Background: an optimization exercise with open tools, aiming at small area and a short achievable clock period. Do not read the settings as production practice. The RTL was checked by simulation tests, not by an equivalence proof against the original design.

==> flow/design.v (outline; a module is shown in full before it is edited, if it fits) <==
// module square_cell: 14 lines
// module square_cell4: 19 lines
// module square_row19: 101 lines
// module square_row20: 111 lines
// module square_row21: 113 lines
// module square_row22: 123 lines
// module square_row23: 125 lines
// module square_row24: 135 lines
// module square_row25: 137 lines
// module square_row26: 147 lines
// module square_row27: 149 lines
// module square_row28: 159 lines
// module square_row29: 161 lines
// module square_row30: 171 lines
// module square_row31: 173 lines
// module square_row4_3: 98 lines
// module square_row4_5: 128 lines
// module square_row4_7: 158 lines
// module square_row4_9: 188 lines
// module square_row4_11: 218 lines
// module square_row4_13: 254 lines
// module square_row4_15: 290 lines
// module square_row4_17: 326 lines
// module square_extractor: 283 lines
module square_extractor #(
	parameter WIDTH = 32
)(
	input clk,     
	input rst_n,   
	input din_valid,
	input [2 * WIDTH - 1:0]radicand,
	output dout_valid,
	output [WIDTH - 1:0]dout,
	output [2 * WIDTH - 1:0]remainder
);
  // ...
==> flow/flow/run.sh <==
#!/bin/bash
# Own flow: the standard layout (standard.sh, all steps unchanged), except
# that synthesis skips Yosys's extract_fa step and maps the combinational
# logic with flow/abc.script (ORFS's abc_area.script); see flow/synth.tcl.
# Each step's full output goes to a log file of its own in this folder.
set -euo pipefail
W=$(pwd)
export OWN_WORK=$W
export OWN_ABC_SCRIPT=$W/flow/abc.script
for step in synth floorplan place cts route finish; do
  bash standard.sh SYNTH_SCRIPT=$W/flow/synth.tcl $step > $W/$step.log 2>&1
done
==> flow/flow/abc.script <==
strash
dch
map -B 0.9
topo
stime -c
buffer -c
upsize -c
dnsize -c
==> flow/flow/synth.tcl <==
# The standard flow's synthesis script (synth_recipe.tcl in the work folder), without
# Yosys's extract_fa step (ORFS's mapping of full and half adders onto the
# library's fa/ha cells) and with Yosys's abc pass run on flow/abc.script.
# Only the mapping of the combinational logic changes; the flip-flops and
# their names are the standard synthesis's.
proc extract_fa {args} { puts "own flow: extract_fa skipped" }
proc abc {args} {
  set i [lsearch $args -script]
  lset args [expr {$i + 1}] $::env(OWN_ABC_SCRIPT)
  puts "own flow: abc $args"
  yosys abc {*}$args
}
source $::env(OWN_WORK)/synth_recipe.tcl
==> flow/standard.sh <==
#!/bin/bash
# synth_recipe.tcl (not shown) runs the flow's synth.tcl, then flattens the netlist and writes it again
# the make line also repeats each setting of config.mk as NAME=value (left out here)
make -C /OpenROAD-flow-scripts/flow DESIGN_CONFIG=/design/flow/config.mk WORK_HOME=/design/flow/orfs CLKGATE_MAP_FILE= SYNTH_SCRIPT=/design/flow/synth_recipe.tcl "${@:-finish}"
==> flow/config.mk <==
export PLATFORM = sky130hd
export DESIGN_NAME = square_extractor
export DESIGN_NICKNAME = square_extractor
export VERILOG_FILES = /design/flow/design.v
export SDC_FILE = /design/flow/constraint.sdc
export NUM_CORES = 8
export LEC_CHECK = 0
export ABC_AREA = 1
export CAP_MARGIN = 20
export CORE_MARGIN = 2
export CORE_UTILIZATION = 40
export CTS_CLUSTER_DIAMETER = 200
export CTS_CLUSTER_SIZE = 20
export SETUP_SLACK_MARGIN = 3.1
export SLEW_MARGIN = 20
export TNS_END_PERCENT = 60.0
==> flow/constraint.sdc <==
create_clock -name core_clock -period 5.5 [get_ports {clk}]
set_input_delay 1.1000 -clock core_clock [delete_from_list [all_inputs] [get_ports {clk}]]
set_output_delay 1.1000 -clock core_clock [all_outputs]
set_load 0.01 [all_outputs]
==> reports/results.txt, run 1 <==
TritonCTS built the clock tree. The flow ran to the end and the layout has no timing, DRC or antenna violations. The run gives 0.467 as the utilization of the core after routing. The run gives 1 as the number of synthesis warnings. The async set or reset register ratio after synthesis is 0.0152.

Type of the worst setup path: reg2reg. The buffer and inverter count on the worst path was 0; the H-tree depth was 3. Adder-cell share of the synthesized area: 0. After synthesis, the largest family of logic cells by area is simple AND/OR/NAND/NOR gates. The largest registers in the layout are x_s0: 58 flops, x_s1: 54 flops, x_s2: 50 flops. The clock network area share is 0.0295, and the count of buffers added by post-CTS timing repair for setup is 33. The run gives 311 ps as the smallest hold slack. Ranked by flip-flop count, first place goes to x_s0.

The cell depth of the worst hold path came out at 0. Total routing resource utilization after global routing: 0.194. The launch instance of the worst min-delay path is x_s7[11]. Counting buffers and inverters, the worst setup path is 13 cells deep. Leaving out fill and tap cells, the most frequent cell in the layout is sky130_fd_sc_hd__nand2_1. Non-clock buffer total of the final layout: 283.

The register with the most flip-flops in the layout has 58 of them. The logs give 0.245 for the met1 track demand over resource and 3070 ps for the worst-case setup margin in the final layout. Synthesis inferred 1452 register bits. The met2 layer usage reported by global route was 0.350; the standard-cell row count was 148. For hold timing, the worst endpoint is x_s8[11].

The die outline area is 167000 um^2.
==> inputs of run 2 (changes only) <==
--- a/flow/config.mk
+++ b/flow/config.mk
@@ -9,8 +9,8 @@
 export CAP_MARGIN = 20
 export CORE_MARGIN = 2
-export CORE_UTILIZATION = 40
+export CORE_UTILIZATION = 55
 export CTS_CLUSTER_DIAMETER = 200
 export CTS_CLUSTER_SIZE = 20
+export PLACE_DENSITY = 0.75
 export SETUP_SLACK_MARGIN = 3.1
 export SLEW_MARGIN = 20
-export TNS_END_PERCENT = 60.0
==> run 2 against run 1 <==
Against the previous run: still clean; flip-flop and latch count unchanged; global-route usage increased by 7.0 points; critical endpoint is now remainder[10].
==> reports/results.txt, run 2 <==
For the highest clock rate, the log shows 425 MHz. Most frequent cell after synthesis: sky130_fd_sc_hd__nand2_1. In this run, the number of DRC markers left after iteration 0 of detailed routing was 4460.

At the worst endpoint, the required time is 4400 ps. For the number of distinct library cells after synthesis, the log shows 69. The first global-routing pass estimated 263000 um of wire.

The worst-case headroom to the max-slew limit is 0.285, and the portion of the clock cycle consumed by the worst path in the final layout is 0.428. Leading area contributor after synthesis: sky130_fd_sc_hd__dfxtp_1. For this design the top-level I/O count stands at 164. Met2 layer usage reported by global route: 0.464 (+0.114). The later pin in the worst-skew pair is clocked with a latency of 740 ps.

The maximum fanout count along the critical path is 1. The flip-flop count of the largest register after layout is 58 (unchanged). The synthesized design contains 0 enable-type register cells. The highest cell delay on the worst timing path works out to 320 ps.

x_s0 holds more flip-flops than any other register. The instance area at placement is 67900 um^2, and the largest net degree at the start of global routing is 49. The logs give 3 (unchanged) for the H-tree depth and 7 for the detailed-router iteration count before antenna repair. The total number of clock tree sinks was 1452. The commonest cells after synthesis are sky130_fd_sc_hd__nand2_1 (3356), sky130_fd_sc_hd__dfxtp_1 (1430), sky130_fd_sc_hd__nor2_1 (1058). For the count of filler cells inserted in the layout, the log shows 10498. The library cell used most frequently in the layout, excluding fill and tap cells, is sky130_fd_sc_hd__nand2_1. The number of antenna violations at the first check in global routing is 2, and the average cell area after synthesis is 6.95 um^2. Sum of overflow across all layers after global routing: 0. The share of the synthesized area in the top cell type was 0.437; the horizontal die dimension was 349 um. The run gives 124000 um as the total half-perimeter wirelength after legalization and detailed placement. The clock skew was 50.2 ps; the initial standard-cell utilization of the core was 0.554. By area the synthesized netlist is led by sky130_fd_sc_hd__dfxtp_1 (44%), sky130_fd_sc_hd__nand2_1 (19%), sky130_fd_sc_hd__nor2_1 (6.1%), sky130_fd_sc_hd__inv_1 (5.6%), sky130_fd_sc_hd__nand3_1 (4.2%).

In the layout the commonest cells are sky130_fd_sc_hd__nand2_1 (3206), sky130_fd_sc_hd__dfxtp_1 (1228), sky130_fd_sc_hd__inv_1 (967). After technology mapping, the gate count stands at 9416. After detailed placement, the design holds a cell count of 10979. The arrival time of the worst setup path was 1250 ps; the relative area change from synthesis to final layout was 14.0%. The clock transition at the registers of the reported paths is 90 ps. The reg2reg setup slack is 3150 ps, and the area of the mapped netlist is 65500 um^2.

The finished cells cover 74700 um^2. In the routed layout, each cell is associated on average with a via count of 5.23. The tools report the number of synthesis warnings as 1 (unchanged).

In this run, CTS created clock tree buffers numbering 82. The die is 349 um tall. Root buffer cell: sky130_fd_sc_hd__clkbuf_16. The worst hold path belongs to the class reg2reg. The busiest layer in global routing is met2. The logs give 126 (-15%) for the standard-cell row count and 0.446 for the sequential cell area fraction in the yosys report. The flow ran to the end and the layout has no timing, DRC or antenna violations. The floorplan step defined a core boundary enclosing 118000 um^2. The slowest stage of the critical path is the sky130_fd_sc_hd__dfxtp_1 cell.

The async set or reset register ratio after synthesis came out at 0.0152 (unchanged). The start point of the critical path was r_s21[10]. The count of hold buffers inserted by post-cts repair was 0; the minimum clock period was 2350 ps. The routed wirelength normalized by instance count is 15.5 um. The tools report the met1 track demand over resource as 0.330 (+0.0854). Across all layers, the routed design uses 58807 vias. The run gives 0 as the number of endpoints with negative hold slack in the final report.

TritonCTS built the clock tree. Among all flip-flop cells after synthesis, the most frequent one is sky130_fd_sc_hd__dfxtp_1. The met3 track demand over resource in global routing came out at 0.0292. Across the run, the number of max-cap violations was 0.

The worst setup path is captured at an output port. For the pin with the worst max-slew slack, the measured transition is 1060 ps. The count of antenna-violating nets left after detailed routing is 0, and the max-slew violation count is 0. The startpoint identified for the worst hold timing path is x_s11[15].

The fraction of final layout cells with drive strength greater than 1 is 0.128, and the setup total negative slack is 0 ps. The tools report the via count of the first global-routing pass as 52901. The startpoint type of the worst setup path was a flop. The largest registers in the layout are x_s0: 58 flops, x_s1: 54 flops, x_s2: 50 flops. Kind of cell adding the most delay to the critical path: flip-flops. In this run the tool buffered the top-level ports with 132 buffer cells. The DRC violation count after routing was 0; the buffer and inverter count on the worst path was 1 (+1). The tools report the die outline area as 122000 um^2 (-27%). The signal on the critical path passes through clkdlybuf4s15_1.

Deepest clock path buffer count: 3. Leaving out filler cells and counting taps, the final layout contains 11246. The tools report the overall routed net length as 174000 um. Setup repair after global routing could not meet its margin everywhere.

The type of the worst setup path is reg2out. The final count of negative-setup-slack endpoints is 0. Count of nets after finishing: 9764.

The beginning of the worst register-to-register path is qn_s18[0]. Routability-driven placement finished with a final weighted congestion of 0.958. The flip-flop and latch count after synthesis works out to 1452 (unchanged). The total routing resource utilization after global routing came out at 0.264 (+0.0698).
==> run 2: cell counts after synthesis <==
Identical to the previous run, type by type.
==> run 2: layout make-up <==
type / instances / area (um^2) / area share
Clock buffer: 86 / 2070 / 0.0277
Timing Repair inverter: 6 / 51.3 / 0.000687
Multi-Input combinational cell: 6884 / 34600 / 0.463
Clock inverter: 8 / 168 / 0.00225
Timing Repair Buffer: 260 / 2370 / 0.0317
Sequential cell: 1452 / 29500 / 0.396
Antenna cell: 3 / 7.51 / 0.000101
Inverter: 1011 / 3940 / 0.0527
Tap cell: 1536 / 1920 / 0.0257
==> run 2: worst paths after layout <==
kind / endpoint / depth (start not counted)
setup reg to reg: r_s19[5] / 16
hold / removal: x_s12[15] / 0
setup / recovery: remainder[10] / 1
min in group asynchronous: v_s15 / 1
max in group asynchronous: v_s18 / 1
hold reg to reg: x_s12[15] / 0
==> run 2: worst register-to-register path: cells and delay by family (launching register included) <==
family | cells | cell delay, ps
buffers and inverters | 1 | 80
flip-flops | 1 | 360
AND/OR/NAND/NOR | 13 | 1490
AO/OA/AOI/OAI | 2 | 290
==> run 2: through the flow <==
step / hold slack [ps] / setup slack [ps] / util
final: 287 / 3150 / 0.632
after floorplan: 310 / 3190 / -
after CTS: 304 / 3060 / 0.602
after global placement: 309 / 2370 / 0.575
after detailed placement: 312 / 2380 / 0.575
after global routing: 308 / 2990 / 0.632
==> run 2: logic make-up after synthesis <==
kind of cell / count (synthesis) / share of synthesized area
AOI/OAI and AO/OA: 1003 / 0.0848
other: 1 / 0.0000573
and+or+nand+nor: 5351 / 0.335
DFF: 1452 / 0.446
xor gates and xnor gates: 457 / 0.0615
buffers and inverters: 1152 / 0.0731
==> run 2: repair_timing <==
| action | 4_1_cts | 5_1_grt |
|---|---|---|
| setup buffers | 24 | 92 |
| cloned | 22 | 32 |
| pin swaps | 23 | 105 |
| resized for setup | 465 | 775 |
| setup endpoints to repair | 516 | 459 |
==> run 2: per-layer routing <==
metal | wire (um) | vias to the layer above
met1 | 73500 | 26688
met2 | 82500 | 1832
met5 | 0 | -
met4 | 6900 | 0
li1 | - | 29900
met3 | 11100 | 387

-- port drivers added, routing unchanged --
The flow's constraints put no driver on any port. The routed layouts listed below were extracted and timed again, unchanged, in two steps.
Step 1 assumes that a clkbuf_16 drives the clock port and a buf_2 every other input.
Step 2 moves the port delays by t, midway between the first and last clock arrival at a register: inputs arrive t later, outputs are due t later. That takes back most of the time a late clock gives input paths.
a / b / c = ideal / step 1 / step 2; a / b = the first two.
| run | shift t [ns] | setup WS [ns] | worst register clock-pin slew, ns |
|---|---|---|---|
| run 1 | 0.803 | 3.071 / 3.071 / 2.447 | 0.10 / 0.10 |
| run 2 | 0.782 | 3.146 / 3.072 / 2.689 | 0.10 / 0.10 |
After both steps every run listed still meets setup and hold. The setup slack of run 1, which loses most, moves by 0.000 ns with the drivers and by -0.624 ns with both steps.
